This is an optimization exercise on Yosys and OpenROAD, whose aim is small area, a short achievable clock period and few clock cycles, not a production implementation. In this exercise RTL edits were held to simulation tests only and were not proved equivalent to the original. No activity file was given, so power comes from the tool's default toggle rates.

--- design/flow/design.v ---
module CHIP(clk,
            rst_n,
            mem_wen_D,
            mem_addr_D,
            mem_wdata_D,
            mem_rdata_D,
            mem_addr_I,
            mem_rdata_I
    );
    input         clk, rst_n ;
    output        mem_wen_D  ;
    output [31:0] mem_addr_D ;
    output [31:0] mem_wdata_D;
    input  [31:0] mem_rdata_D;
    output [31:0] mem_addr_I ;
    input  [31:0] mem_rdata_I;
    reg  [31:2] pc;
    reg         ex_valid;
    reg  [4:0]  ex_rd;
    reg         ex_wb, ex_inv, ex_imm_en, ex_ld, ex_st, ex_beq, ex_jalr, ex_mul, ex_xor, ex_slt, ex_lnk, ex_pred, ex_aui;
    reg  [19:0] ex_imm;
    reg  [31:0] opA, opB;
    reg  [31:2] ex_pcx_v;
    reg  [31:0] mS, mC;
    reg         mul_fin;
    reg         m_wb, m_ld, m_st;
    reg  [4:0]  m_rd;
    reg  [31:0] m_res, m_sdata;
    reg  [31:0] rf [1:31];
    reg  [31:1] rfv;           
    wire [31:0] inst = mem_rdata_I;
    wire [4:0]  rs1 = inst[19:15];
    wire [4:0]  rs2 = inst[24:20];
    wire [4:0]  rd  = inst[11:7];
    wire i_opimm = ~inst[6] & ~inst[5] &  inst[4] & ~inst[2];
    wire i_op    = ~inst[6] &  inst[5] &  inst[4];
    wire i_load  = ~inst[6] & ~inst[5] & ~inst[4];
    wire i_store = ~inst[6] &  inst[5] & ~inst[4];
    wire i_auipc = ~inst[6] &  inst[4] &  inst[2];
    wire i_beq   =  inst[6] & ~inst[2];
    wire i_jalr  =  inst[6] &  inst[2] & ~inst[3];
    wire i_jal   =  inst[6] &  inst[3];
    wire i_slti  = i_opimm & inst[13];
    wire i_mul   = i_op & inst[25];
    wire i_xor   = i_op & inst[14];
    wire i_sub   = i_op & inst[30];
    wire use_rs1 = ~(inst[2] & (inst[3] | inst[4]));
    wire use_rs2 = inst[5] & ~inst[2];
    wire [31:0] immI = {{20{inst[31]}}, inst[31:20]};
    wire [31:2] immBJ = inst[3] ? {{12{inst[31]}}, inst[19:12], inst[20], inst[30:22]}
                                : {{20{inst[31]}}, inst[7], inst[30:25], inst[11:9]};
    wire [31:2] pc4    = pc + 30'd1;
    wire [31:2] tgt_if = pc + immBJ;
    function [31:0] rf_init;
        input [4:0] a;
        begin
            case (a)
                5'd2:    rf_init = 32'h7fffeffc;
                5'd3:    rf_init = 32'h10008000;
                default: rf_init = 32'h0;
            endcase
        end
    endfunction
    wire [31:0] dec1 = 32'd1 << rs1;
    wire [31:0] dec2 = 32'd1 << rs2;
    reg  [31:0] rd1_raw, rd2_raw;
    integer k;
    always @(*) begin
        rd1_raw = 32'd0;
        rd2_raw = 32'd0;
        for (k = 1; k < 32; k = k + 1) begin
            rd1_raw = rd1_raw | ({32{dec1[k]}} & rf[k]);
            rd2_raw = rd2_raw | ({32{dec2[k]}} & rf[k]);
        end
    end
    wire        v1  = |(dec1[31:1] & rfv);
    wire        v2  = |(dec2[31:1] & rfv);
    wire [31:0] rd1 = v1 ? rd1_raw : rf_init(rs1);
    wire [31:0] rd2 = v2 ? rd2_raw : rf_init(rs2);
    wire        stall_ex = ex_valid & ex_mul & ~mul_fin;
    wire [31:0] immx    = ex_aui ? {ex_imm, 12'd0} :
                          ex_imm_en ? {{20{ex_imm[11]}}, ex_imm[11:0]} : opB;
    wire [31:0] bop     = ex_inv ? ~immx : immx;
    wire [31:0] aop     = ex_aui ? {ex_pcx_v, 2'b00} : opA;
    wire [31:0] sum     = aop + bop + {31'd0, ex_inv};
    wire        slt     = (opA[31] == bop[31]) ? opA[31] : sum[31];
    wire [31:0] ex_res  = ex_xor ? (opA ^ opB) :
                          ex_slt ? {31'd0, slt} :
                          ex_lnk ? {ex_pcx_v, 2'b00} : sum;
    wire        e_we    = ex_valid & ex_wb;           
    wire        taken   = (opA == opB);
    wire        redirect = ex_valid & (ex_jalr | (ex_beq & (taken != ex_pred)));
    wire [31:2] redir_pc = ex_jalr ? sum[31:2] : ex_pcx_v;
    wire [31:0] m_result = m_ld ? mem_rdata_D : m_res;
    assign mem_addr_I  = {pc, 2'b00};
    assign mem_addr_D  = m_res;
    assign mem_wdata_D = m_sdata;
    assign mem_wen_D   = m_st;
    wire        f1e = e_we && (ex_rd == rs1);
    wire        f2e = e_we && (ex_rd == rs2);
    wire        f1m = m_wb && (m_rd == rs1);
    wire        f2m = m_wb && (m_rd == rs2);
    wire [31:0] rs1v = f1e ? ex_res : f1m ? m_result : rd1;
    wire [31:0] rs2v = f2e ? ex_res : f2m ? m_result : rd2;
    wire        hazard = ex_ld & ((f1e & use_rs1) | (f2e & use_rs2));
    wire        stall_if = stall_ex | hazard;
    wire        pred_b  = i_jal | (i_beq & (inst[31] | (rs1 == rs2)));
    wire        pred    = pred_b;
    wire [31:2] pred_pc = tgt_if;
    function [63:0] csa;    
        input [31:0] a, b, c;
        reg   [31:0] s, q;
        begin
            s = a ^ b ^ c;
            q = (a & b) | (a & c) | (b & c);
            csa = {q[30:0], 1'b0, s};
        end
    endfunction
    wire [31:0] pp0 = opB[0] ? opA        : 32'd0;
    wire [31:0] pp1 = opB[1] ? {opA[30:0], 1'b0} : 32'd0;
    wire [31:0] pp2 = opB[2] ? {opA[29:0], 2'b0} : 32'd0;
    wire [31:0] pp3 = opB[3] ? {opA[28:0], 3'b0} : 32'd0;
    wire [63:0] l1a = csa(mS, mC, pp0);
    wire [63:0] l1b = csa(pp1, pp2, pp3);
    wire [63:0] l2  = csa(l1a[31:0], l1a[63:32], l1b[31:0]);
    wire [63:0] l3  = csa(l2[31:0], l2[63:32], l1b[63:32]);
    wire        mul_last = (opB[31:4] == 28'd0);
    always @(posedge clk or negedge rst_n) begin
        if (!rst_n) begin
            pc       <= 30'h00100000;
            ex_valid <= 1'b0;
            mul_fin  <= 1'b0;
            m_wb     <= 1'b0;
            m_st     <= 1'b0;
            rfv      <= 31'd0;
        end else begin
            mul_fin <= stall_ex & mul_last;
            if (m_wb) rfv[m_rd] <= 1'b1;
            if (redirect)        pc <= redir_pc;
            else if (!stall_if)  pc <= pred ? pred_pc : pc4;
            if (!stall_ex)       ex_valid <= ~redirect & ~hazard;
            m_wb <= e_we & ~stall_ex;
            m_st <= ex_valid & ex_st & ~stall_ex;
        end
    end
    always @(posedge clk) begin
        if (m_wb) rf[m_rd] <= m_result;
        m_ld    <= ex_ld;
        m_rd    <= ex_rd;
        m_res   <= ex_res;
        m_sdata <= opB;
        ex_pcx_v <= i_auipc ? pc : (pred | ~i_beq) ? pc4 : tgt_if;
        ex_imm  <= i_auipc ? inst[31:12] : {8'd0, i_store ? {inst[31:25], inst[11:7]} : inst[31:20]};
        if (stall_ex) begin
            mS <= mul_last ? 32'd0 : l3[31:0];
            mC <= mul_last ? 32'd0 : l3[63:32];
            opA <= mul_last ? l3[31:0]  : {opA[27:0], 4'd0};
            opB <= mul_last ? l3[63:32] : {4'd0, opB[31:4]};
        end else begin
            mS <= 32'd0;
            mC <= 32'd0;
            opA <= rs1v;
            opB <= rs2v;
            ex_rd     <= rd;
            ex_wb     <= ~(i_store | i_beq) & (rd != 5'd0);
            ex_inv    <= i_sub | i_slti;
            ex_imm_en <= ~i_op & ~i_beq;
            ex_ld     <= i_load;
            ex_st     <= i_store;
            ex_beq    <= i_beq;
            ex_jalr   <= i_jalr;
            ex_mul    <= i_mul;
            ex_xor    <= i_xor;
            ex_slt    <= i_slti;
            ex_lnk    <= i_jal | i_jalr;
            ex_aui    <= i_auipc;
            ex_pred   <= pred;
        end
    end
endmodule
--- design/flow/run.sh ---
#!/bin/bash
# synth_recipe.tcl (not shown) runs the flow's synth.tcl, then flattens the netlist and writes it again
# the make line also repeats each setting of config.mk as NAME=value (left out here)
make -C /OpenROAD-flow-scripts/flow DESIGN_CONFIG=/design/flow/config.mk WORK_HOME=/design/flow/orfs CLKGATE_MAP_FILE= SYNTH_SCRIPT=/design/flow/synth_recipe.tcl finish
--- design/flow/config.mk ---
export PLATFORM = sky130hd
export DESIGN_NAME = CHIP
export DESIGN_NICKNAME = CHIP
export VERILOG_FILES = /design/flow/design.v
export SDC_FILE = /design/flow/constraint.sdc
export NUM_CORES = 4
export LEC_CHECK = 0
export CAP_MARGIN = 20
export CORE_MARGIN = 2
export CORE_UTILIZATION = 40
export PLACE_DENSITY = 0.5
export SETUP_SLACK_MARGIN = 5.0
export SLEW_MARGIN = 20
--- design/flow/constraint.sdc ---
create_clock -name core_clock -period 10.0 [get_ports {clk}]
set_input_delay 2.0000 -clock core_clock [delete_from_list [all_inputs] [get_ports {clk}]]
set_output_delay 2.0000 -clock core_clock [all_outputs]
set_load 0.01 [all_outputs]
==> results.py, run 1 <==
metrics = {
    "setup_path": {
        "crit_type": "in2reg",
        "path_common_cell": "buf_4",
        "crit_chain": "clkdlybuf4s50_1 > buf_4 > nand3b_1 > buf_4 > nor2_4 > buf_4 > a22oi_1 > nand4_1 > nor2_1 > a21boi_0 > mux2i_1 > mux2i_1 > a21o_1",
        "startpoint_type": "input pin",
        "cp.required_ns": 10.75,
        "startpoint": "mem_rdata_I[18]",
        "path_max_fanout": 20,
        "path_buf_inv": 4,
        "worst_path_largest_cell_delay_ns": 0.63,
        "cp-end-kind": "flop",
        "cpLargestDelayFamily": "buffers and inverters",
        "r2r_start": "ex_imm_en",
        "r2r_slack_ns": 5.09,
        "cp_slowest_cell": "buf_4",
        "arrival_ns": 5.91,
    },
    "cells_and_area": {
        "finish.utilization_pct": 47.0,
        "nNetsFinal": 6209,
        "syn2layout_area_growth_pct": 16.7,
        "layout-drive-gt1-share_pct": 12.3,
    },
    "floorplanning": {
        "num_rows": 148,
        "dieArea_mm2": 0.167,
        "dieWidth_um": 409,
        "die_h_um": 409,
        "io_pins": 163,
        "start_util_pct": 40.3,
        "core_mm2": 0.163,
    },
    "route": {
        "vias_per_cell": 6.97,
        "wl_met3_um": 44900,
        "dr.pass1.iters": 11,
        "wl_um": 334000,
        "met2_length_um": 146000,
        "top_layer_used": "met5",
        "route.detailed.drc": 0,
        "met1Wirelength_um": 116000,
        "wire_per_inst_um": 40.5,
        "final_antenna_net_count": 0,
        "num_vias": 57500,
        "drtIter0Drc": 10300,
    },
    "synth": {
        "yosysMostFrequentCell": "edfxtp_1",
        "synthesis.area_mm2": 0.0656,
        "yosys.area.top_type_share_pct": 46.2,
        "ys_ff_latch": 1320,
        "synth_cell_types": 89,
        "synthCells": 5787,
        "synthTopCellsByCount": "1,010 x edfxtp_1, 862 x a22oi_1, 453 x nand2_1",
        "ys_async_sr_fraction_pct": 4.92,
        "synth-edff-count": 1010,
        "ys_seq_area_share_pct": 56.2,
        "synthTopCellsByArea": "edfxtp_1 46%, a22oi_1 9.9%, dfxtp_1 7.5%, fa_1 3.5%, nand2_1 2.6%",
        "synth_top_area_cell": "edfxtp_1",
        "avgSynthCellArea_um2": 11.3,
        "synth_flop_cell": "edfxtp_1",
        "yosys_warnings": 1,
    },
    "pwr": {
        "leakage_nw": 27.6,
        "powerDensity_mw_per_mm2": 269,
        "vdd_ir_drop_max_uv": 255,
    },
    "clock_network": {
        "clockBufferDepth": 3,
        "insertion_delay_ns": 0.82,
        "hold_buffers": 0,
        "clk_pin_slew_worst_paths_ns": 0.06,
        "htree_levels": 4,
        "clockRootBuffer": "clkbuf_16",
        "cts-buffers-inserted": 145,
        "cts_tree": "yes",
        "cts.sinks": 1320,
    },
    "global_routing": {
        "grt_util_all_layers_pct": 38.7,
        "overflow": 0,
        "grt_pass1_vias": 53900,
        "grt_max_degree": 87,
        "antenna_found_initial": 23,
        "grt_pass1_wl_um": 449000,
    },
    "place": {
        "gp_congestion": 0.969,
        "hpwl_um": 197000,
        "io_buffers": 158,
    },
    "timing": {
        "rsz0062_at_grt": "true",
        "finalSetupViolCount": 0,
        "maxSlewHeadroom_pct": 16.2,
        "setup_tns_ns": 0,
        "fin_skew_ns": 0.0529,
        "finalHoldViolCount": 0,
        "fin_crit_sh_pct": 51.6,
        "slew_viol_final": 0,
        "worst_pin_slew_ns": 1.22,
        "timing.fmax_ghz": 0.194,
        "min_period_ns": 5.16,
    },
    "status": {
        "status": "complete, no violations",
    },
    "min_path": {
        "hold_class": "reg2reg",
        "hp-start": "ex_ld",
    },
    "flow_run": {
        "maxCapViolCount": 0,
    },
}
==> through the flow <==
stage	instances	setup WS, ns	hold WS (ns)	instance area [um^2]	total power, mW
global route	8241	4.86	0.459	76500	21.2
finish	8253	4.84	0.456	76500	20.6
detailed placement	7890	2.44	0.433	70400	14.7
CTS	8203	4.90	0.452	75900	20.3
global placement	7890	2.48	0.437	70400	14.7
floorplan	5788	5.00	0.366	65600	11.4
==> per-layer routing <==
metal  up-vias  global-route usage [%]
li1      22700                       -
met1     28300                    46.4
met2      4987                    59.0
met3      1454                    13.6
met4        40                    25.0
met5         -                   0.287
==> registers in the layout, indices dropped and copies added (netlist names), 20 cells and up <==
name	count
mS	32
opB	32
pc	30
m_sdata	32
opA	32
rfv	31
ex_pcx_v	30
m_res	32
ex_imm	20
rf	992
mC	29
==> power by group <==
group	switching (mW)	total [mW]	leakage (nW)	internal (mW)
registers	0.902	8.01	12.0	7.10
clock network	2.41	5.55	2.34	3.14
logic	4.77	7.02	13.2	2.25
==> worst reg2reg max path: cells and delay by family (launching register included) <==
| kind | cells | cell delay [ns] |
|---|---|---|
| adders and majority gates | 1 | 0.35 |
| buffers and inverters | 2 | 0.40 |
| DFF | 1 | 0.58 |
| and+or+nand+nor | 6 | 1.16 |
| AOI/OAI and AO/OA | 5 | 2.00 |
| xor gates and xnor gates | 1 | 0.17 |
| muxes | 1 | 0.19 |
==> placed cells by master (no fill, tap or decap), types with 37 or more instances in the layout <==
| master | netlist | final |
|---|---|---|
| mux2i_1 | 81 | 72 |
| dfrtp_1 | 64 | 64 |
| a22o_1 | 38 | 38 |
| a31oi_1 | 53 | 49 |
| and3_1 | 96 | 96 |
| o21ai_0 | 199 | 192 |
| buf_4 | 3 | 224 |
| nand3_1 | 231 | 220 |
| a22oi_1 | 862 | 862 |
| nand4_1 | 98 | 98 |
| edfxtp_1 | 1010 | 1010 |
| a222oi_1 | 57 | 57 |
| clkdlybuf4s50_1 | 0 | 149 |
| fa_1 | 116 | 116 |
| xnor2_1 | 54 | 53 |
| a211oi_1 | 39 | 37 |
| dfxtp_1 | 245 | 244 |
| nor3_1 | 115 | 103 |
| mux2_2 | 51 | 51 |
| a21oi_1 | 209 | 207 |
| clkbuf_16 | 0 | 148 |
| and2_1 | 132 | 130 |
| a221oi_1 | 51 | 50 |
| nor4_1 | 61 | 51 |
| nor2_4 | 0 | 85 |
| inv_1 | 229 | 227 |
| ha_1 | 81 | 80 |
| nor2_1 | 295 | 210 |
| xor2_1 | 96 | 96 |
| nand2_1 | 453 | 449 |
==> logic make-up after synthesis <==
logic type | count (synthesis) | share of synthesized area (%)
AO/OA/AOI/OAI | 1750 | 18.9
AND/OR/NAND/NOR | 1595 | 11.9
flip-flops | 1320 | 56.2
buffers and inverters | 641 | 3.81
adder cells (fa/ha/maj) | 197 | 5.09
XOR/XNOR | 150 | 2.00
multiplexers | 133 | 2.13
other | 1 | 0.00572
==> final cells by class <==
class                   instances  area [um^2]
fillers                     14800        86200
flip-flops and latches       1320        36900
multi-input cells            3827        27400
clock buffers                 178         3860
repair buffers                420         3820
well taps                    2175         2720
clock inverters                87          965
inverters                     231          876
diodes                         14         35.0
repair inverters                1         5.00
==> path summary, 6_finish.rpt <==
kind / end / cells past startpoint
worst max-delay path: opA[12] / 13
worst min-delay path: m_ld / 0
worst max register to register: opA[21] / 16
worst min register to register: m_ld / 0
max in group asynchronous: rfv[15] / 1
min in group asynchronous: pc[26] / 1
==> what timing repair did <==
item / CTS / global route
pin swaps: 22 / 18
endpoints found under the setup margin: 95 / 75
gates cloned: 0 / 2
gates resized for setup: 70 / 85
setup buffers: 48 / 34
Testbench counts, summed over its fixed seeds: cycles 38,827.
==> inputs of run 2 (changes only) <==
--- a/design/flow/design.v
+++ b/design/flow/design.v
@@ -18,8 +18,8 @@
     reg         ex_valid;
     reg  [4:0]  ex_rd;
-    reg         ex_wb, ex_inv, ex_imm_en, ex_ld, ex_st, ex_beq, ex_jalr, ex_mul, ex_xor, ex_slt, ex_lnk, ex_pred, ex_aui;
+    reg         ex_wb, ex_inv, ex_imm_en, ex_ld, ex_st, ex_beq, ex_jalr, ex_mul, ex_xor, ex_slt, ex_lnk, ex_pred, ex_aui, ex_pcs;
     reg  [19:0] ex_imm;
     reg  [31:0] opA, opB;
-    reg  [31:2] ex_pcx_v;
+    reg  [31:2] ex_pc;
     reg  [31:0] mS, mC;
     reg         mul_fin;
@@ -80,16 +80,18 @@
     wire        stall_ex = ex_valid & ex_mul & ~mul_fin;
     wire [31:0] immx    = ex_aui ? {ex_imm, 12'd0} :
+                          ex_beq ? {{19{ex_imm[11]}}, ex_imm[11:0], 1'b0} :
                           ex_imm_en ? {{20{ex_imm[11]}}, ex_imm[11:0]} : opB;
     wire [31:0] bop     = ex_inv ? ~immx : immx;
-    wire [31:0] aop     = ex_aui ? {ex_pcx_v, 2'b00} : opA;
+    wire [31:0] aop     = ex_pcs ? {ex_pc, 2'b00} : opA;
+    wire [31:2] ex_pc4  = ex_pc + 30'd1;
     wire [31:0] sum     = aop + bop + {31'd0, ex_inv};
     wire        slt     = (opA[31] == bop[31]) ? opA[31] : sum[31];
     wire [31:0] ex_res  = ex_xor ? (opA ^ opB) :
                           ex_slt ? {31'd0, slt} :
-                          ex_lnk ? {ex_pcx_v, 2'b00} : sum;
+                          ex_lnk ? {ex_pc4, 2'b00} : sum;
     wire        e_we    = ex_valid & ex_wb;           
     wire        taken   = (opA == opB);
     wire        redirect = ex_valid & (ex_jalr | (ex_beq & (taken != ex_pred)));
-    wire [31:2] redir_pc = ex_jalr ? sum[31:2] : ex_pcx_v;
+    wire [31:2] redir_pc = (ex_beq & ex_pred) ? ex_pc4 : sum[31:2];
     wire [31:0] m_result = m_ld ? mem_rdata_D : m_res;
     assign mem_addr_I  = {pc, 2'b00};
@@ -150,6 +152,8 @@
         m_res   <= ex_res;
         m_sdata <= opB;
-        ex_pcx_v <= i_auipc ? pc : (pred | ~i_beq) ? pc4 : tgt_if;
-        ex_imm  <= i_auipc ? inst[31:12] : {8'd0, i_store ? {inst[31:25], inst[11:7]} : inst[31:20]};
+        ex_pc   <= pc;
+        ex_imm  <= i_auipc ? inst[31:12] :
+                   {8'd0, i_store ? {inst[31:25], inst[11:7]} :
+                          i_beq   ? {inst[31], inst[7], inst[30:25], inst[11:8]} : inst[31:20]};
         if (stall_ex) begin
             mS <= mul_last ? 32'd0 : l3[31:0];
@@ -175,4 +179,5 @@
             ex_lnk    <= i_jal | i_jalr;
             ex_aui    <= i_auipc;
+            ex_pcs    <= i_auipc | i_beq;
             ex_pred   <= pred;
         end
==> design/flow/flow/run.sh (new file) <==
#!/bin/bash
set -euo pipefail
bash standard.sh SETUP_SLACK_MARGIN=6.0 finish > standard.log 2>&1
==> design/flow/standard.sh (new file) <==
#!/bin/bash
# synth_recipe.tcl (not shown) runs the flow's synth.tcl, then flattens the netlist and writes it again
# the make line also repeats each setting of config.mk as NAME=value (left out here)
make -C /OpenROAD-flow-scripts/flow DESIGN_CONFIG=/design/flow/config.mk WORK_HOME=/design/flow/orfs CLKGATE_MAP_FILE= SYNTH_SCRIPT=/design/flow/synth_recipe.tcl "${@:-finish}"
removed: design/flow/run.sh
==> run 2 against run 1 <==
Largest power group is now combinational cells. Critical path depth grew 9. Synthesized area fell by 1.3%. Count of clock-buffer cells in the layout rose by 4. First-iteration DRC count is 7.4% higher. Utilization grew 3.9 points. Highest routed layer unchanged. Largest cell class unchanged. Still clean. Register-to-register slack improved by 0.63 ns.
==> results.py, run 2 <==
metrics = {
    "status": {
        "status": "complete, no violations",
    },
    "clock_network": {
        "hold_buffers": 0,
        "cts_tree": "yes",
        "insertion_delay_ns": 0.80,
        "clk_pin_slew_worst_paths_ns": 0.06,
        "clockRootBuffer": "clkbuf_16",
        "cts.sinks": 1321,
        "htree_levels": 4,
        "clockBufferDepth": 3,
        "cts-buffers-inserted": 147,
    },
    "route": {
        "wire_per_inst_um": 42.1,
        "drtIter0Drc": 11100,
        "final_antenna_net_count": 0,
        "dr.pass1.iters": 13,
        "route.detailed.drc": 0,
        "vias_per_cell": 6.97,
        "num_vias": 58100,
        "wl_um": 351000,
    },
    "pwr": {
        "p_seq_share_pct": 35.5,
        "p_switching_mw": 8.76,
        "powerDensity_mw_per_mm2": 274,
        "combPwrFrac_pct": 39.5,
        "p_sw_share_pct": 39.1,
        "leakage_nw": 29.9,
        "clkPwrFrac_pct": 25.0,
        "vdd_ir_drop_max_uv": 185,
        "intPower_mw": 13.7,
        "power.total_mw": 22.4,
    },
    "floorplanning": {
        "die_h_um": 406,
        "dieArea_mm2": 0.165,
        "start_util_pct": 40.3,
        "dieWidth_um": 406,
        "io_pins": 163,
        "num_rows": 147,
        "core_mm2": 0.161,
    },
    "synth": {
        "synthCells": 5597,
        "synth_fa_ha_area_share_pct": 5.15,
        "synth-edff-count": 1011,
        "synth_top_family_by_area": "compound AO/OA/AOI/OAI gates",
        "ys_ff_latch": 1321,
        "synth_flop_cell": "edfxtp_1",
        "yosys.area.top_type_share_pct": 46.9,
        "yosysMostFrequentCell": "edfxtp_1",
        "ys_seq_area_share_pct": 57.0,
        "ys_async_sr_fraction_pct": 4.92,
        "synthesis.area_mm2": 0.0648,
        "synth_cell_types": 85,
        "yosys_warnings": 1,
        "synth_compound_area_share_pct": 18.1,
        "synthTopCellsByCount": "1,011 x edfxtp_1, 875 x a22oi_1, 436 x nand2_1",
        "avgSynthCellArea_um2": 11.6,
        "synth-xor-area-share_pct": 2.43,
        "synth_mux_area_share_pct": 1.75,
        "synth_top_area_cell": "edfxtp_1",
        "synthSimpleGateAreaFrac_pct": 11.9,
        "synthTopCellsByArea": "edfxtp_1 47%, a22oi_1 10%, dfxtp_1 7.6%, fa_1 3.6%, nand2_1 2.5%",
    },
    "timing": {
        "worst_pin_slew_ns": 1.20,
        "rsz0062_at_grt": "true",
        "setup_tns_ns": 0,
        "finalHoldViolCount": 0,
        "fin_crit_sh_pct": 49.5,
        "slew_viol_final": 0,
        "min_period_ns": 4.95,
        "timing.fmax_ghz": 0.202,
        "finalSetupViolCount": 0,
        "maxSlewHeadroom_pct": 18.9,
        "hold_slack_ns": 0.415,
        "setup_slack_ns": 5.05,
        "fin_skew_ns": 0.0274,
    },
    "cells_and_area": {
        "regArea_mm2": 0.0369,
        "final_cell_mix": "1,011 x edfxtp_1, 868 x a22oi_1, 422 x nand2_1, 310 x buf_4, 242 x dfxtp_1",
        "largest_register_ffs": 992,
        "multi_input_area_mm2": 0.0291,
        "max_flop_register": "rf",
        "layout-drive-gt1-share_pct": 21.5,
        "fill_cells": 14200,
        "layout_commonest_cell": "edfxtp_1",
        "syn2layout_area_growth_pct": 26.5,
        "final_cell_area_mm2": 0.0819,
        "finish.utilization_pct": 50.9,
        "nNetsFinal": 6303,
        "fin_cells": 8329,
    },
    "global_routing": {
        "grt_util_all_layers_pct": 41.2,
        "antenna_found_initial": 16,
        "grt_pass1_vias": 54700,
        "grtUsageMet2_pct": 61.5,
        "grt_busiest_layer": "met2",
        "gr-usage-met3_pct": 15.0,
        "grt_max_degree": 94,
        "overflow": 0,
        "grt_pass1_wl_um": 463000,
        "grt_use_met1_pct": 48.2,
    },
    "place": {
        "dpl.cell_count": 7713,
        "gp_congestion": 0.981,
        "pre_cts_slack_ns": 2.43,
        "io_buffers": 158,
        "hpwl_um": 198000,
        "placed_cell_area_mm2": 0.0698,
    },
    "setup_path": {
        "cp-end-kind": "flop",
        "arrival_ns": 5.62,
        "path_max_fanout": 5,
        "r2r_start": "opB[3]",
        "crit_path_end": "pc[31]",
        "cp.required_ns": 10.67,
        "startpoint_type": "input pin",
        "startpoint": "mem_rdata_I[20]",
        "crit_type": "in2reg",
        "r2r_cells": 13,
        "r2r_slack_ns": 5.72,
        "r2r_end": "pc[31]",
    },
    "flow_run": {
        "maxCapViolCount": 0,
    },
    "min_path": {
        "hold_class": "reg2reg",
    },
}
-- run 2: changes by cell type after synthesis, moves of 23 or more --
cell,before,now
o21ai_0,199,106
nand3_1,231,197
a21oi_1,209,186
a31oi_1,53,30
-- run 2: how the worst min path moves through the flow --
stage           from    to  slack, ns  cells past startpoint
4_1_cts        ex_ld  m_ld       0.39                      0
3_5_place_dp   ex_ld  m_ld       0.38                      0
2_1_floorplan  ex_ld  m_ld       0.34                      0
6_report       ex_ld  m_ld       0.42                      0
5_1_grt        ex_ld  m_ld       0.44                      0
3_3_place_gp   ex_ld  m_ld       0.38                      0
-- run 2: kinds of logic (layout without fill, tap and decap cells) --
family	Yosys count	after routing
compound gates	1630	1631
simple gates	1554	1558
flops	1321	1321
buf+inv	605	1158
fa+ha+maj	197	197
xor+xnor	180	180
mux	109	109
other cells	1	15
-- run 2: repair_timing --
action                                  CTS  global route
setup buffers                           234            83
pin swaps                               183           186
resized for setup                       661           265
endpoints found under the setup margin  118           137
cloned                                   15             6
-- run 2: area by class of cell --
| class | count | area share, % |
|---|---|---|
| Tap cell | 2160 | 3.30 |
| Inverter | 216 | 1.00 |
| Timing Repair Buffer | 677 | 9.10 |
| Multi-Input combinational cell | 3677 | 35.6 |
| Clock buffer | 182 | 4.75 |
| Antenna cell | 13 | 0.0397 |
| Clock inverter | 83 | 1.16 |
| Sequential cell | 1321 | 45.1 |
-- run 2: metal layers --
metal / wire length [um] / vias to the layer above
li1: - / 22500
met1: 117000 / 28500
met2: 148000 / 5385
met3: 50100 / 1731
met4: 36100 / 17
met5: 168 / -
-- run 2: critical path, cell delays in order --
cell and delay, ns:
buf_6 0.10, buf_12 0.14, xor2_4 0.22, nor3_2 0.06
a31oi_1 0.16, nor2_1 0.06, o21a_2 0.24, nand2_4 0.12
inv_8 0.05, a21oi_4 0.23, a21oi_4 0.07, ha_4 0.33
a21oi_2 0.05, o211a_1 0.22, or3_4 0.36, o2111a_2 0.17
a21o_1 0.19, o21ai_2 0.15, a21oi_2 0.07, xnor2_1 0.14
or3_1 0.31, and3b_1 0.17
-- run 2: power groups by stage --
stage / Sequential [mW] / Combinational [mW] / Clock (mW)
6_report: 7.96 / 8.86 / 5.61
2_1_floorplan: 7.62 / 3.78 / 0
5_1_grt: 7.96 / 9.22 / 5.84
3_3_place_gp: 8.01 / 6.74 / 0
3_5_place_dp: 8.00 / 6.76 / 0
4_1_cts: 7.91 / 7.99 / 5.61
Testbench counts of run 2, summed over its fixed seeds: cycles 38,827.
==> inputs of run 3 (changes only) <==
--- a/design/flow/design.v
+++ b/design/flow/design.v
@@ -16,5 +16,5 @@
     input  [31:0] mem_rdata_I;
     reg  [31:2] pc;
-    reg         ex_valid;
+    reg         ex_valid, ex_replay;
     reg  [4:0]  ex_rd;
     reg         ex_wb, ex_inv, ex_imm_en, ex_ld, ex_st, ex_beq, ex_jalr, ex_mul, ex_xor, ex_slt, ex_lnk, ex_pred, ex_aui, ex_pcs;
@@ -50,5 +50,14 @@
     wire [31:2] immBJ = inst[3] ? {{12{inst[31]}}, inst[19:12], inst[20], inst[30:22]}
                                 : {{20{inst[31]}}, inst[7], inst[30:25], inst[11:9]};
-    wire [31:2] pc4    = pc + 30'd1;
+    function [29:0] inc30;
+        input [29:0] x;
+        integer j;
+        begin
+            inc30[0] = ~x[0];
+            for (j = 1; j < 30; j = j + 1)
+                inc30[j] = x[j] ^ (&(x | ~((30'd1 << j) - 30'd1)));
+        end
+    endfunction
+    wire [31:2] pc4    = inc30(pc);
     wire [31:2] tgt_if = pc + immBJ;
     function [31:0] rf_init;
@@ -64,18 +73,16 @@
     wire [31:0] dec1 = 32'd1 << rs1;
     wire [31:0] dec2 = 32'd1 << rs2;
-    reg  [31:0] rd1_raw, rd2_raw;
+    wire [31:1] sel1 = dec1[31:1] & rfv;
+    wire [31:1] sel2 = dec2[31:1] & rfv;
+    reg  [31:0] rd1, rd2;
     integer k;
     always @(*) begin
-        rd1_raw = 32'd0;
-        rd2_raw = 32'd0;
+        rd1 = ({32{dec1[2] & ~rfv[2]}} & rf_init(5'd2)) | ({32{dec1[3] & ~rfv[3]}} & rf_init(5'd3));
+        rd2 = ({32{dec2[2] & ~rfv[2]}} & rf_init(5'd2)) | ({32{dec2[3] & ~rfv[3]}} & rf_init(5'd3));
         for (k = 1; k < 32; k = k + 1) begin
-            rd1_raw = rd1_raw | ({32{dec1[k]}} & rf[k]);
-            rd2_raw = rd2_raw | ({32{dec2[k]}} & rf[k]);
+            rd1 = rd1 | ({32{sel1[k]}} & rf[k]);
+            rd2 = rd2 | ({32{sel2[k]}} & rf[k]);
         end
     end
-    wire        v1  = |(dec1[31:1] & rfv);
-    wire        v2  = |(dec2[31:1] & rfv);
-    wire [31:0] rd1 = v1 ? rd1_raw : rf_init(rs1);
-    wire [31:0] rd2 = v2 ? rd2_raw : rf_init(rs2);
     wire        stall_ex = ex_valid & ex_mul & ~mul_fin;
     wire [31:0] immx    = ex_aui ? {ex_imm, 12'd0} :
@@ -92,6 +99,6 @@
     wire        e_we    = ex_valid & ex_wb;           
     wire        taken   = (opA == opB);
-    wire        redirect = ex_valid & (ex_jalr | (ex_beq & (taken != ex_pred)));
-    wire [31:2] redir_pc = (ex_beq & ex_pred) ? ex_pc4 : sum[31:2];
+    wire        redirect = ex_replay | (ex_valid & (ex_jalr | (ex_beq & (taken != ex_pred))));
+    wire [31:2] redir_pc = ex_replay ? ex_pc : (ex_beq & ex_pred) ? ex_pc4 : sum[31:2];
     wire [31:0] m_result = m_ld ? mem_rdata_D : m_res;
     assign mem_addr_I  = {pc, 2'b00};
@@ -106,5 +113,4 @@
     wire [31:0] rs2v = f2e ? ex_res : f2m ? m_result : rd2;
     wire        hazard = ex_ld & ((f1e & use_rs1) | (f2e & use_rs2));
-    wire        stall_if = stall_ex | hazard;
     wire        pred_b  = i_jal | (i_beq & (inst[31] | (rs1 == rs2)));
     wire        pred    = pred_b;
@@ -132,4 +138,5 @@
             pc       <= 30'h00100000;
             ex_valid <= 1'b0;
+            ex_replay <= 1'b0;
             mul_fin  <= 1'b0;
             m_wb     <= 1'b0;
@@ -140,6 +147,9 @@
             if (m_wb) rfv[m_rd] <= 1'b1;
             if (redirect)        pc <= redir_pc;
-            else if (!stall_if)  pc <= pred ? pred_pc : pc4;
-            if (!stall_ex)       ex_valid <= ~redirect & ~hazard;
+            else if (!stall_ex)  pc <= pred ? pred_pc : pc4;
+            if (!stall_ex) begin
+                ex_valid  <= ~redirect & ~hazard;
+                ex_replay <= ~redirect & hazard;
+            end
             m_wb <= e_we & ~stall_ex;
             m_st <= ex_valid & ex_st & ~stall_ex;
==> design/flow/run.sh (new file) <==
#!/bin/bash
# synth_recipe.tcl (not shown) runs the flow's synth.tcl, then flattens the netlist and writes it again
# the make line also repeats each setting of config.mk as NAME=value (left out here)
make -C /OpenROAD-flow-scripts/flow DESIGN_CONFIG=/design/flow/config.mk WORK_HOME=/design/flow/orfs CLKGATE_MAP_FILE= SYNTH_SCRIPT=/design/flow/synth_recipe.tcl finish
removed: design/flow/flow/run.sh
removed: design/flow/standard.sh
==> run 3 against run 2 <==
Setup slack got worse by 0.20 ns. Critical endpoint is now opB[14]. Maximum frequency is 3.8% lower. Critical path depth shrank 9. Highest routed layer unchanged. Largest cell class unchanged. Synthesized cell count shrank 5.6%. Sequential share of layout area rose by 5.1 points. Global-route usage is 2.8 points lower. Utilization fell by 5.0 points. Sequential power increased by 0.9%.
==> results.py, run 3 <==
metrics = {
    "setup_path": {
        "r2r_slack_ns": 5.13,
        "r2r_end": "opB[16]",
        "r2r_start": "opB[0]",
        "cp.required_ns": 10.72,
        "crit_chain": "clkdlybuf4s50_1 > buf_4 > nor2_1 > and2_1 > and3_2 > buf_4 > buf_4 > a22oi_1 > nand4_1 > nor4_1 > nor3_1 > a21oi_1 > a21oi_1",
        "crit_type": "in2reg",
        "cp_slowest_cell": "buf_4",
        "arrival_ns": 5.87,
        "cp-end-kind": "flop",
        "r2r_cells": 14,
        "worst_path_largest_cell_delay_ns": 0.62,
        "path_common_cell": "buf_4",
        "startpoint": "mem_rdata_I[24]",
        "startpoint_type": "input pin",
        "path_max_fanout": 19,
    },
    "synth": {
        "ys_ff_latch": 1322,
        "ys_seq_area_share_pct": 57.5,
        "synth_cell_types": 83,
        "synth-edff-count": 1011,
        "synthesis.area_mm2": 0.0642,
        "yosys.area.top_type_share_pct": 47.3,
        "synth_top_area_cell": "edfxtp_1",
        "synthTopCellsByCount": "1,011 x edfxtp_1, 406 x a22oi_1, 345 x clkbuf_1",
        "ys_async_sr_fraction_pct": 4.99,
        "yosys_warnings": 1,
        "synth_flop_cell": "edfxtp_1",
        "synthCells": 5285,
        "avgSynthCellArea_um2": 12.1,
        "yosysMostFrequentCell": "edfxtp_1",
        "synthTopCellsByArea": "edfxtp_1 47%, dfxtp_1 7.6%, a22oi_1 4.7%, a221oi_1 3.7%, fa_1 3.6%",
    },
    "status": {
        "status": "complete, no violations",
    },
    "route": {
        "final_antenna_net_count": 0,
        "drtIter0Drc": 10500,
        "dr.pass1.iters": 12,
        "wire_per_inst_um": 42.8,
        "wl_um": 323000,
        "route.detailed.drc": 0,
        "met2_length_um": 139000,
        "vias_per_cell": 7.21,
        "met1Wirelength_um": 114000,
        "num_vias": 54300,
        "top_layer_used": "met5",
        "wl_met3_um": 44200,
    },
    "timing": {
        "min_period_ns": 5.15,
        "fin_skew_ns": 0.0351,
        "fin_crit_sh_pct": 51.5,
        "timing.fmax_ghz": 0.194,
        "slew_viol_final": 0,
        "finalHoldViolCount": 0,
        "maxSlewHeadroom_pct": 21.2,
        "rsz0062_at_grt": "true",
        "setup_tns_ns": 0,
        "finalSetupViolCount": 0,
        "worst_pin_slew_ns": 1.18,
    },
    "cells_and_area": {
        "max_flop_register": "rf",
        "finish.utilization_pct": 46.0,
        "final_cell_mix": "1,011 x edfxtp_1, 405 x a22oi_1, 267 x a221oi_1, 264 x a22o_1, 244 x dfxtp_1",
        "nNetsFinal": 5603,
        "layout_commonest_cell": "edfxtp_1",
        "layout-drive-gt1-share_pct": 11.2,
        "syn2layout_area_growth_pct": 14.6,
        "largest_register_ffs": 992,
    },
    "floorplanning": {
        "start_util_pct": 40.1,
        "core_mm2": 0.160,
        "die_h_um": 405,
        "num_rows": 147,
        "dieWidth_um": 405,
        "io_pins": 163,
        "dieArea_mm2": 0.164,
    },
    "clock_network": {
        "cts-buffers-inserted": 145,
        "clockRootBuffer": "clkbuf_16",
        "cts.sinks": 1322,
        "clk_pin_slew_worst_paths_ns": 0.06,
        "hold_buffers": 0,
        "insertion_delay_ns": 0.81,
        "clockBufferDepth": 3,
        "htree_levels": 4,
        "cts_tree": "yes",
    },
    "pwr": {
        "leakage_nw": 26.5,
        "powerDensity_mw_per_mm2": 275,
        "power.total_mw": 20.2,
        "vdd_ir_drop_max_uv": 199,
    },
    "min_path": {
        "holdPathEnd": "m_ld",
        "hold_class": "reg2reg",
        "hold_depth": 0,
        "hp-start": "ex_ld",
    },
    "global_routing": {
        "antenna_found_initial": 17,
        "grt_max_degree": 75,
        "grt_util_all_layers_pct": 38.4,
        "grt_pass1_wl_um": 432000,
        "overflow": 0,
        "grt_pass1_vias": 51100,
    },
    "place": {
        "gp_congestion": 0.955,
        "io_buffers": 158,
        "hpwl_um": 190000,
    },
    "flow_run": {
        "maxCapViolCount": 0,
    },
}
[run 3: timing repair]
| action | 4_1_cts | 5_1_grt |
|---|---|---|
| buffers inserted | 0 | 7 |
| setup endpoints to repair | 79 | 57 |
| pin swaps | 2 | 12 |
| hold endpoints to repair | 0 | 0 |
| gates resized for setup | 61 | 64 |
[run 3: layer usage]
layer	track usage, %	vias up
li1	-	20900
met1	47.6	27000
met2	58.2	4928
met3	13.0	1418
met4	22.7	16
met5	0	-
[run 3: worst max-delay path by stage]
stage | to | slack, ns | cells past startpoint
finish | opB[14] | 4.85 | 13
global placement | opB[7] | 3.36 | 11
floorplan | pc[30] | 4.92 | 16
CTS | pc[30] | 4.86 | 16
detailed placement | opB[19] | 3.42 | 11
global route | opA[29] | 4.90 | 13
[run 3: kinds of logic after synthesis]
| logic type | Yosys count | synth area share, % |
|---|---|---|
| AOI/OAI and AO/OA | 1634 | 19.3 |
| DFF | 1322 | 57.5 |
| and+or+nand+nor | 1195 | 9.64 |
| buffers and inverters | 627 | 3.74 |
| adders and majority gates | 202 | 5.29 |
| xor gates and xnor gates | 182 | 2.48 |
| muxes | 122 | 2.01 |
| other | 1 | 0.00584 |
[run 3: per-stage QoR]
step,cell area [um^2],cells,hold WS [ns],worst slack [ns]
after floorplan,64200,5286,0.341,4.92
after global placement,68300,7265,0.352,3.36
after detailed placement,68400,7266,0.369,3.42
after CTS,73200,7524,0.390,4.86
after global routing,73600,7532,0.410,4.90
final,73600,7538,0.387,4.85
[run 3: critical path, delay by kind of cell]
kind / cells / cell delay [ns]
AO/OA/AOI/OAI: 3 / 0.37
AND/OR/NAND/NOR: 6 / 1.86
buffers and inverters: 4 / 1.58
[run 3: power breakdown]
| part | internal [mW] | leakage, nW | switching (mW) |
|---|---|---|---|
| clock network | 3.02 | 2.25 | 2.34 |
| logic | 2.26 | 12.2 | 4.60 |
| registers | 7.11 | 12.1 | 0.917 |
| total | 12.4 | 26.5 | 7.86 |
[run 3: final cells by class]
class / count / area (um^2)
repair buffers: 320 / 2880
flip-flops and latches: 1322 / 36900
multi-input cells: 3337 / 25700
diodes: 6 / 15.0
clock inverters: 75 / 703
clock buffers: 183 / 3920
well taps: 2086 / 2610
fillers: 14500 / 86400
inverters: 209 / 787
Testbench counts of run 3, summed over its fixed seeds: cycles 39,029.
==> inputs of run 4 (changes only) <==
--- a/design/flow/design.v
+++ b/design/flow/design.v
@@ -17,4 +17,5 @@
     reg  [31:2] pc;
     reg         ex_valid, ex_replay;
+    reg         ex_fa1, ex_fa2, ex_fb1, ex_fb2;    
     reg  [4:0]  ex_rd;
     reg         ex_wb, ex_inv, ex_imm_en, ex_ld, ex_st, ex_beq, ex_jalr, ex_mul, ex_xor, ex_slt, ex_lnk, ex_pred, ex_aui, ex_pcs;
@@ -27,4 +28,5 @@
     reg  [4:0]  m_rd;
     reg  [31:0] m_res, m_sdata;
+    reg  [31:0] w_res;         
     reg  [31:0] rf [1:31];
     reg  [31:1] rfv;           
@@ -45,6 +47,4 @@
     wire i_xor   = i_op & inst[14];
     wire i_sub   = i_op & inst[30];
-    wire use_rs1 = ~(inst[2] & (inst[3] | inst[4]));
-    wire use_rs2 = inst[5] & ~inst[2];
     wire [31:0] immI = {{20{inst[31]}}, inst[31:20]};
     wire [31:2] immBJ = inst[3] ? {{12{inst[31]}}, inst[19:12], inst[20], inst[30:22]}
@@ -85,21 +85,23 @@
         end
     end
+    wire [31:0] m_result = m_ld ? mem_rdata_D : m_res;
+    wire [31:0] A = ex_fa1 ? m_res : ex_fa2 ? w_res : opA;
+    wire [31:0] B = ex_fb1 ? m_res : ex_fb2 ? w_res : opB;
     wire        stall_ex = ex_valid & ex_mul & ~mul_fin;
     wire [31:0] immx    = ex_aui ? {ex_imm, 12'd0} :
                           ex_beq ? {{19{ex_imm[11]}}, ex_imm[11:0], 1'b0} :
-                          ex_imm_en ? {{20{ex_imm[11]}}, ex_imm[11:0]} : opB;
+                          ex_imm_en ? {{20{ex_imm[11]}}, ex_imm[11:0]} : B;
     wire [31:0] bop     = ex_inv ? ~immx : immx;
-    wire [31:0] aop     = ex_pcs ? {ex_pc, 2'b00} : opA;
+    wire [31:0] aop     = ex_pcs ? {ex_pc, 2'b00} : A;
     wire [31:2] ex_pc4  = ex_pc + 30'd1;
     wire [31:0] sum     = aop + bop + {31'd0, ex_inv};
-    wire        slt     = (opA[31] == bop[31]) ? opA[31] : sum[31];
-    wire [31:0] ex_res  = ex_xor ? (opA ^ opB) :
+    wire        slt     = (A[31] == bop[31]) ? A[31] : sum[31];
+    wire [31:0] ex_res  = ex_xor ? (A ^ B) :
                           ex_slt ? {31'd0, slt} :
                           ex_lnk ? {ex_pc4, 2'b00} : sum;
     wire        e_we    = ex_valid & ex_wb;           
-    wire        taken   = (opA == opB);
+    wire        taken   = (A == B);
     wire        redirect = ex_replay | (ex_valid & (ex_jalr | (ex_beq & (taken != ex_pred))));
     wire [31:2] redir_pc = ex_replay ? ex_pc : (ex_beq & ex_pred) ? ex_pc4 : sum[31:2];
-    wire [31:0] m_result = m_ld ? mem_rdata_D : m_res;
     assign mem_addr_I  = {pc, 2'b00};
     assign mem_addr_D  = m_res;
@@ -110,7 +112,5 @@
     wire        f1m = m_wb && (m_rd == rs1);
     wire        f2m = m_wb && (m_rd == rs2);
-    wire [31:0] rs1v = f1e ? ex_res : f1m ? m_result : rd1;
-    wire [31:0] rs2v = f2e ? ex_res : f2m ? m_result : rd2;
-    wire        hazard = ex_ld & ((f1e & use_rs1) | (f2e & use_rs2));
+    wire        hazard = ex_ld & (f1e | f2e);
     wire        pred_b  = i_jal | (i_beq & (inst[31] | (rs1 == rs2)));
     wire        pred    = pred_b;
@@ -125,13 +125,13 @@
         end
     endfunction
-    wire [31:0] pp0 = opB[0] ? opA        : 32'd0;
-    wire [31:0] pp1 = opB[1] ? {opA[30:0], 1'b0} : 32'd0;
-    wire [31:0] pp2 = opB[2] ? {opA[29:0], 2'b0} : 32'd0;
-    wire [31:0] pp3 = opB[3] ? {opA[28:0], 3'b0} : 32'd0;
+    wire [31:0] pp0 = B[0] ? A               : 32'd0;
+    wire [31:0] pp1 = B[1] ? {A[30:0], 1'b0} : 32'd0;
+    wire [31:0] pp2 = B[2] ? {A[29:0], 2'b0} : 32'd0;
+    wire [31:0] pp3 = B[3] ? {A[28:0], 3'b0} : 32'd0;
     wire [63:0] l1a = csa(mS, mC, pp0);
     wire [63:0] l1b = csa(pp1, pp2, pp3);
     wire [63:0] l2  = csa(l1a[31:0], l1a[63:32], l1b[31:0]);
     wire [63:0] l3  = csa(l2[31:0], l2[63:32], l1b[63:32]);
-    wire        mul_last = (opB[31:4] == 28'd0);
+    wire        mul_last = (B[31:4] == 28'd0);
     always @(posedge clk or negedge rst_n) begin
         if (!rst_n) begin
@@ -161,5 +161,6 @@
         m_rd    <= ex_rd;
         m_res   <= ex_res;
-        m_sdata <= opB;
+        m_sdata <= B;
+        w_res   <= m_result;
         ex_pc   <= pc;
         ex_imm  <= i_auipc ? inst[31:12] :
@@ -169,11 +170,19 @@
             mS <= mul_last ? 32'd0 : l3[31:0];
             mC <= mul_last ? 32'd0 : l3[63:32];
-            opA <= mul_last ? l3[31:0]  : {opA[27:0], 4'd0};
-            opB <= mul_last ? l3[63:32] : {4'd0, opB[31:4]};
+            opA <= mul_last ? l3[31:0]  : {A[27:0], 4'd0};
+            opB <= mul_last ? l3[63:32] : {4'd0, B[31:4]};
+            ex_fa1 <= 1'b0;
+            ex_fa2 <= 1'b0;
+            ex_fb1 <= 1'b0;
+            ex_fb2 <= 1'b0;
         end else begin
             mS <= 32'd0;
             mC <= 32'd0;
-            opA <= rs1v;
-            opB <= rs2v;
+            opA <= rd1;
+            opB <= rd2;
+            ex_fa1 <= f1e;
+            ex_fa2 <= f1m;
+            ex_fb1 <= f2e;
+            ex_fb2 <= f2m;
             ex_rd     <= rd;
             ex_wb     <= ~(i_store | i_beq) & (rd != 5'd0);
==> design/flow/flow/run.sh (new file) <==
#!/bin/bash
set -euo pipefail
bash standard.sh SETUP_SLACK_MARGIN=6.2 finish > standard.log 2>&1
==> design/flow/standard.sh (new file) <==
#!/bin/bash
# synth_recipe.tcl (not shown) runs the flow's synth.tcl, then flattens the netlist and writes it again
# the make line also repeats each setting of config.mk as NAME=value (left out here)
make -C /OpenROAD-flow-scripts/flow DESIGN_CONFIG=/design/flow/config.mk WORK_HOME=/design/flow/orfs CLKGATE_MAP_FILE= SYNTH_SCRIPT=/design/flow/synth_recipe.tcl "${@:-finish}"
--- a/design/flow/config.mk
+++ b/design/flow/config.mk
@@ -12,2 +12,3 @@
 export SETUP_SLACK_MARGIN = 5.0
 export SLEW_MARGIN = 20
+export TNS_END_PERCENT = 5
removed: design/flow/run.sh
==> run 4 against run 3 <==
Still clean. Clock power grew 4.3%. Utilization grew 3.0 points. Non-clock buffer count rose by 247. Final cell count up 6.9%. Synthesized area up 2.1%.
==> results.py, run 4 <==
metrics = {
    "status": {
        "status": "complete, no violations",
    },
    "timing": {
        "finalHoldViolCount": 0,
        "maxSlewHeadroom_pct": 18.3,
        "worst_pin_slew_ns": 1.23,
        "rsz0062_at_grt": "true",
        "slew_viol_final": 0,
        "finalSetupViolCount": 0,
        "min_period_ns": 4.42,
        "timing.fmax_ghz": 0.226,
        "fin_crit_sh_pct": 44.2,
        "setup_tns_ns": 0,
        "fin_skew_ns": 0.0458,
    },
    "clock_network": {
        "clockBufferDepth": 3,
        "clk_pin_slew_worst_paths_ns": 0.06,
        "cts_tree": "yes",
        "insertion_delay_ns": 0.83,
        "cts.sinks": 1358,
        "cts-buffers-inserted": 147,
        "htree_levels": 4,
        "clockRootBuffer": "clkbuf_16",
    },
    "setup_path": {
        "crit_chain": "buf_12 > buf_4 > buf_12 > mux2_2 > mux2i_4 > inv_1 > a21oi_1 > o21ai_0 > xor2_1 > ha_1 > nand3_2 > nand2b_4 > a211oi_4 > o211ai_1 > buf_4 > or2_4 > o211ai_1 > a21oi_2 > xnor2_2 > a221o_1",
        "startpoint_type": "flop",
        "cp_slowest_cell": "a221o_1",
        "arrival_ns": 5.09,
        "cp.required_ns": 10.67,
        "path_max_fanout": 7,
        "crit_type": "reg2reg",
        "worst_path_largest_cell_delay_ns": 0.41,
        "cp-end-kind": "flop",
        "cpLargestDelayFamily": "compound AO/OA/AOI/OAI gates",
        "path_buf_inv": 5,
    },
    "floorplanning": {
        "dieArea_mm2": 0.167,
        "core_mm2": 0.163,
        "start_util_pct": 40.3,
        "io_pins": 163,
        "dieWidth_um": 409,
        "num_rows": 148,
        "die_h_um": 409,
    },
    "synth": {
        "avgSynthCellArea_um2": 12.0,
        "synth_top_area_cell": "edfxtp_1",
        "ys_async_sr_fraction_pct": 4.86,
        "ys_ff_latch": 1358,
        "synthTopCellsByArea": "edfxtp_1 46%, dfxtp_1 8.6%, a22oi_1 4.1%, a22o_1 4.0%, a221oi_1 3.8%",
        "synth-edff-count": 1011,
        "yosys.area.top_type_share_pct": 46.3,
        "ys_seq_area_share_pct": 57.4,
        "synth_cell_types": 93,
        "synthTopCellsByCount": "1,011 x edfxtp_1, 361 x a22oi_1, 353 x nor2_1",
        "yosys_warnings": 1,
        "synthesis.area_mm2": 0.0655,
        "yosysMostFrequentCell": "edfxtp_1",
        "synth_flop_cell": "edfxtp_1",
        "synthCells": 5449,
    },
    "min_path": {
        "hold_class": "reg2reg",
    },
    "route": {
        "num_vias": 56700,
        "met1Wirelength_um": 119000,
        "wl_um": 338000,
        "route.detailed.drc": 0,
        "wire_per_inst_um": 42.0,
        "met2_length_um": 144000,
        "wl_met3_um": 46700,
        "vias_per_cell": 7.04,
        "dr.pass1.iters": 7,
        "top_layer_used": "met5",
        "drtIter0Drc": 10400,
        "final_antenna_net_count": 0,
    },
    "global_routing": {
        "grt_util_all_layers_pct": 39.0,
        "overflow": 0,
        "grt_max_degree": 67,
        "grt_pass1_wl_um": 450000,
        "grt_pass1_vias": 53300,
        "antenna_found_initial": 23,
    },
    "flow_run": {
        "maxCapViolCount": 0,
    },
    "pwr": {
        "leakage_nw": 28.4,
        "powerDensity_mw_per_mm2": 278,
        "power.total_mw": 22.1,
        "vdd_ir_drop_max_uv": 209,
    },
    "cells_and_area": {
        "syn2layout_area_growth_pct": 21.6,
        "layout-drive-gt1-share_pct": 18.3,
        "nNetsFinal": 6016,
        "largest_register_ffs": 992,
        "max_flop_register": "rf",
        "final_cell_mix": "1,011 x edfxtp_1, 361 x a22oi_1, 320 x nor2_1, 293 x a22o_1, 282 x buf_4",
        "layout_commonest_cell": "edfxtp_1",
    },
    "place": {
        "gp_congestion": 0.931,
        "hpwl_um": 194000,
        "io_buffers": 158,
    },
}
run 4: repair_timing:
| action | 4_1_cts | 5_1_grt |
|---|---|---|
| buffers inserted | 148 | 55 |
| resized for setup | 435 | 188 |
| pin swaps | 87 | 59 |
| gates cloned | 12 | 5 |
| hold buffers | 0 | 0 |
| setup endpoints to repair | 251 | 256 |
run 4: worst reg2reg max path, cell delays in order, from the launching register on:
cell	delay, ns
dfxtp_4	0.37
buf_12	0.15
buf_4	0.15
buf_12	0.10
mux2_2	0.35
mux2i_4	0.20
inv_1	0.12
a21oi_1	0.22
o21ai_0	0.14
xor2_1	0.18
ha_1	0.35
nand3_2	0.16
nand2b_4	0.19
a211oi_4	0.25
o211ai_1	0.15
buf_4	0.17
or2_4	0.23
o211ai_1	0.13
a21oi_2	0.11
xnor2_2	0.19
a221o_1	0.41
run 4: cell families (layout without fill, tap and decap cells):
logic type	after synthesis	after routing	synth area share [%]
flip-flops	1358	1358	57.4
multiplexers	170	170	2.95
buffers and inverters	626	1040	3.73
AO/OA/AOI/OAI	1654	1654	18.8
XOR/XNOR	190	190	2.54
adder cells (fa/ha/maj)	202	202	5.18
AND/OR/NAND/NOR	1248	1251	9.36
other	1	16	0.00572
run 4: stage by stage:
stage | hold slack, ns | setup slack (ns) | area, um^2 | instances | util [%]
2_1_floorplan | 0.341 | 5.41 | 65700 | 5450 | -
3_3_place_gp | 0.438 | 3.75 | 70100 | 7553 | 43.1
3_5_place_dp | 0.435 | 3.73 | 70200 | 7554 | 43.1
4_1_cts | 0.457 | 5.57 | 78500 | 7982 | 48.2
5_1_grt | 0.468 | 5.48 | 79700 | 8044 | 49.0
6_report | 0.454 | 5.58 | 79700 | 8056 | 49.0
run 4: final timing paths:
check / from / to / slack (ns) / cells past startpoint
setup / recovery: ex_fb2 / m_res[30] / 5.58 / 20
hold / removal: ex_rd[4] / m_rd[4] / 0.45 / 0
setup reg to reg: ex_fb2 / m_res[30] / 5.58 / 20
hold reg to reg: ex_rd[4] / m_rd[4] / 0.45 / 0
max in group asynchronous: rst_n / pc[21] / 8.00 / 1
min in group asynchronous: rst_n / rfv[1] / 1.33 / 1
run 4: cell type report:
cell class | count | area [um^2]
antenna | 14 | 35.0
clock buffer | 191 | 4020
clock inverter | 77 | 826
fill | 14500 | 83000
inverter | 205 | 771
multi-input combinational | 3469 | 27700
sequential | 1358 | 37700
tap | 2175 | 2720
timing repair buffer | 567 | 6010
run 4: power breakdown:
part | leakage (nW) | switching [mW] | internal [mW]
logic | 13.7 | 5.42 | 3.08
clock network | 2.36 | 2.47 | 3.13
registers | 12.4 | 0.724 | 7.31
total | 28.4 | 8.61 | 13.5
run 4: layer usage:
metal | vias up | track usage, %
li1 | 21900 | -
met3 | 1533 | 13.8
met2 | 5018 | 58.3
met1 | 28300 | 47.7
met4 | 18 | 25.3
met5 | - | 0
Testbench counts of run 4, summed over its fixed seeds: cycles 39,055.
==> inputs of run 5 (changes only) <==
==> design/flow/run.sh (new file) <==
#!/bin/bash
# synth_recipe.tcl (not shown) runs the flow's synth.tcl, then flattens the netlist and writes it again
# the make line also repeats each setting of config.mk as NAME=value (left out here)
make -C /OpenROAD-flow-scripts/flow DESIGN_CONFIG=/design/flow/config.mk WORK_HOME=/design/flow/orfs CLKGATE_MAP_FILE= SYNTH_SCRIPT=/design/flow/synth_recipe.tcl finish
--- a/design/flow/config.mk
+++ b/design/flow/config.mk
@@ -12,3 +12,2 @@
 export SETUP_SLACK_MARGIN = 5.0
 export SLEW_MARGIN = 20
-export TNS_END_PERCENT = 5
removed: design/flow/flow/run.sh
removed: design/flow/standard.sh
==> run 5 against run 4 <==
Routed wire length shrank 2.9%. Count of clock-buffer cells in the layout down 9. Maximum frequency is 15% lower. Cell area decreased by 5.1%. Combinational power is 12% lower. Non-clock buffer count down 204. Sequential power is essentially flat. Final cell count decreased by 2.6%. Power down 4.3%. Synthesized cell count unchanged. Clock power up 0.9%. Die area did not move. Largest cell class unchanged.
==> results.py, run 5 <==
metrics = {
    "synth": {
        "synthTopCellsByArea": "edfxtp_1 46%, dfxtp_1 8.6%, a22oi_1 4.1%, a22o_1 4.0%, a221oi_1 3.8%",
        "synth-edff-count": 1011,
        "synth_flop_cell": "edfxtp_1",
        "yosys.area.top_type_share_pct": 46.3,
        "synth_fa_ha_area_share_pct": 5.18,
        "synth-xor-area-share_pct": 2.54,
        "synth_top_family_by_area": "compound AO/OA/AOI/OAI gates",
        "synth_top_area_cell": "edfxtp_1",
        "avgSynthCellArea_um2": 12.0,
        "synthSimpleGateAreaFrac_pct": 9.36,
        "synthesis.area_mm2": 0.0655,
        "ys_ff_latch": 1358,
        "synth_compound_area_share_pct": 18.8,
        "ys_seq_area_share_pct": 57.4,
        "synth_mux_area_share_pct": 2.95,
        "synthTopCellsByCount": "1,011 x edfxtp_1, 361 x a22oi_1, 353 x nor2_1",
        "yosysMostFrequentCell": "edfxtp_1",
        "synthCells": 5449,
        "synth_cell_types": 93,
        "yosys_warnings": 1,
        "ys_async_sr_fraction_pct": 4.86,
    },
    "setup_path": {
        "startpoint": "mem_rdata_I[17]",
        "r2r_start": "ex_fb2",
        "crit_type": "in2reg",
        "worst_path_largest_cell_delay_ns": 0.63,
        "path_max_fanout": 14,
        "crit_chain": "dlygate4sd2_1 > nor2b_1 > nor2b_1 > and3_4 > buf_4 > buf_4 > a221oi_1 > nand4_1 > nor3_1 > a31oi_1",
        "cp_slowest_cell": "dlygate4sd2_1",
        "cp-end-kind": "flop",
        "r2r_slack_ns": 4.99,
        "cp.required_ns": 10.61,
        "startpoint_type": "input pin",
        "arrival_ns": 5.79,
        "crit_path_end": "opA[29]",
        "r2r_end": "opA[13]",
        "r2r_cells": 10,
    },
    "timing": {
        "maxSlewHeadroom_pct": 19.8,
        "worst_pin_slew_ns": 1.20,
        "rsz0062_at_grt": "true",
        "finalSetupViolCount": 0,
        "finalHoldViolCount": 0,
        "slew_viol_final": 0,
        "setup_tns_ns": 0,
        "timing.fmax_ghz": 0.193,
        "hold_slack_ns": 0.423,
        "fin_crit_sh_pct": 51.7,
        "fin_skew_ns": 0.0286,
        "min_period_ns": 5.17,
    },
    "cells_and_area": {
        "layout_commonest_cell": "edfxtp_1",
        "largest_register_ffs": 992,
        "max_flop_register": "rf",
        "syn2layout_area_growth_pct": 15.5,
        "layout-drive-gt1-share_pct": 13.0,
        "final_cell_area_mm2": 0.0757,
        "nNetsFinal": 5811,
        "final_cell_mix": "1,011 x edfxtp_1, 361 x a22oi_1, 327 x nor2_1, 297 x a22o_1, 286 x a221oi_1",
        "fill_cells": 14600,
        "fin_cells": 7848,
    },
    "pwr": {
        "vdd_ir_drop_max_uv": 232,
        "intPower_mw": 13.0,
        "p_sw_share_pct": 38.7,
        "power.total_mw": 21.2,
        "leakage_nw": 26.8,
        "powerDensity_mw_per_mm2": 280,
        "combPwrFrac_pct": 35.6,
        "clkPwrFrac_pct": 26.6,
        "p_switching_mw": 8.19,
        "p_seq_share_pct": 37.8,
    },
    "global_routing": {
        "grt_util_all_layers_pct": 38.0,
        "grt_pass1_wl_um": 439000,
        "antenna_found_initial": 21,
        "grt_pass1_vias": 52000,
        "overflow": 0,
        "grt_max_degree": 67,
    },
    "floorplanning": {
        "core_mm2": 0.163,
        "io_pins": 163,
        "dieArea_mm2": 0.167,
        "start_util_pct": 40.3,
        "die_h_um": 409,
        "num_rows": 148,
        "dieWidth_um": 409,
    },
    "min_path": {
        "hold_class": "reg2reg",
    },
    "place": {
        "io_buffers": 158,
        "hpwl_um": 193000,
        "gp_congestion": 0.964,
        "dpl.cell_count": 7545,
        "placed_cell_area_mm2": 0.0700,
    },
    "clock_network": {
        "hold_buffers": 0,
        "clk_pin_slew_worst_paths_ns": 0.07,
        "cts_tree": "yes",
        "htree_levels": 4,
        "clockRootBuffer": "clkbuf_16",
        "cts-buffers-inserted": 147,
        "cts.sinks": 1358,
        "clockBufferDepth": 3,
        "insertion_delay_ns": 0.80,
    },
    "route": {
        "vias_per_cell": 7.04,
        "drtIter0Drc": 10800,
        "route.detailed.drc": 0,
        "wl_um": 329000,
        "wire_per_inst_um": 41.9,
        "num_vias": 55300,
        "dr.pass1.iters": 10,
        "final_antenna_net_count": 0,
    },
    "status": {
        "status": "complete, no violations",
    },
    "flow_run": {
        "maxCapViolCount": 0,
    },
}
[run 5: cell counts after synthesis]
Identical to the previous run, type by type.
[run 5: timing repair]
item,CTS,global route
gates resized for setup,77,64
gates cloned,2,1
buffers inserted,9,12
setup endpoints to repair,160,57
pin swaps,4,5
[run 5: power by group through the flow]
stage	logic, mW	clock network, mW	registers [mW]
after detailed placement	7.09	0	8.10
after global placement	7.08	0	8.09
after CTS	7.23	5.65	7.99
final	7.53	5.64	8.00
after floorplan	3.99	0	7.83
after global routing	7.93	5.86	8.06
[run 5: cell type report]
type	instances	area (um^2)	share of cell area, %
diodes	12	30.0	0.0397
clock buffers	182	4030	5.32
clock inverters	85	857	1.13
inverters	205	771	1.02
multi-input cells	3468	26400	34.9
flip-flops and latches	1358	37600	49.7
well taps	2175	2720	3.60
repair buffers	363	3220	4.25
[run 5: logic make-up after synthesis]
| group | Yosys count |
|---|---|
| AO/OA/AOI/OAI | 1654 |
| XOR/XNOR | 190 |
| adder cells (fa/ha/maj) | 202 |
| buffers and inverters | 626 |
| flip-flops | 1358 |
| multiplexers | 170 |
| other | 1 |
| AND/OR/NAND/NOR | 1248 |
[run 5: per-layer routing]
metal	vias to the layer above	wire (um)	GRT usage, %
met2	4775	140000	56.9
met1	27600	116000	46.3
met4	22	24300	21.8
li1	21400	-	-
met5	-	291	0.402
met3	1444	47100	15.3
[run 5: how the worst min path moves through the flow]
| stage | from | to | cells after the start |
|---|---|---|---|
| finish | ex_ld | m_ld | 0 |
| global route | ex_ld | m_ld | 0 |
| CTS | ex_ld | m_ld | 0 |
| detailed placement | ex_ld | m_ld | 0 |
| global placement | ex_ld | m_ld | 0 |
| floorplan | ex_ld | m_ld | 0 |
[run 5: stage by stage]
step	setup slack, ns	util, %
CTS	4.97	46.2
finish	4.83	46.5
floorplan	5.01	-
detailed placement	3.46	43.0
global placement	3.49	43.0
global route	4.93	46.5
[run 5: critical path, delay by kind of cell]
| kind | cells | cell delay, ns |
|---|---|---|
| AO/OA/AOI/OAI | 2 | 0.73 |
| buffers and inverters | 3 | 1.50 |
| AND/OR/NAND/NOR | 5 | 1.50 |

[afterwards: timing with drivers on the ports]
The results above use ideal ports. As a check the final layouts listed here were re-extracted and re-timed, cells and wires unchanged. Step 1 sets driving cells, clkbuf_16 on the clock port and buf_2 on the other inputs (assumed; they add their load-dependent delay and slew). Step 2 moves the port delays by t, midway between the first and last clock arrival at a register: inputs arrive t later, outputs are due t later. That takes back most of the time a late clock gives input paths. Slacks: no drivers / after step 1 / after step 2; pairs: no drivers / after step 1.
run | shift t [ns] | setup WS [ns] | worst setup path at the end | latest minus earliest clock arrival (ns) | slew at the worst register clock pin (ns)
run 1 | 0.873 | 4.835 / 4.896 / 4.023 | input to register | 0.055 / 0.056 | 0.07 / 0.07
run 2 | 0.869 | 5.046 / 5.086 / 4.217 | input to register | 0.029 / 0.030 | 0.07 / 0.07
run 3 | 0.876 | 4.851 / 4.910 / 4.034 | input to register | 0.038 / 0.038 | 0.07 / 0.07
run 4 | 0.879 | 5.581 / 5.581 / 4.835 | input to register | 0.053 / 0.052 | 0.07 / 0.07
run 5 | 0.874 | 4.825 / 4.899 / 4.025 | input to register | 0.030 / 0.030 | 0.07 / 0.07
After both steps setup and hold are still met in every run listed. The setup slack of run 2, which loses most, moves by +0.040 ns with the drivers and by -0.829 ns with both steps.
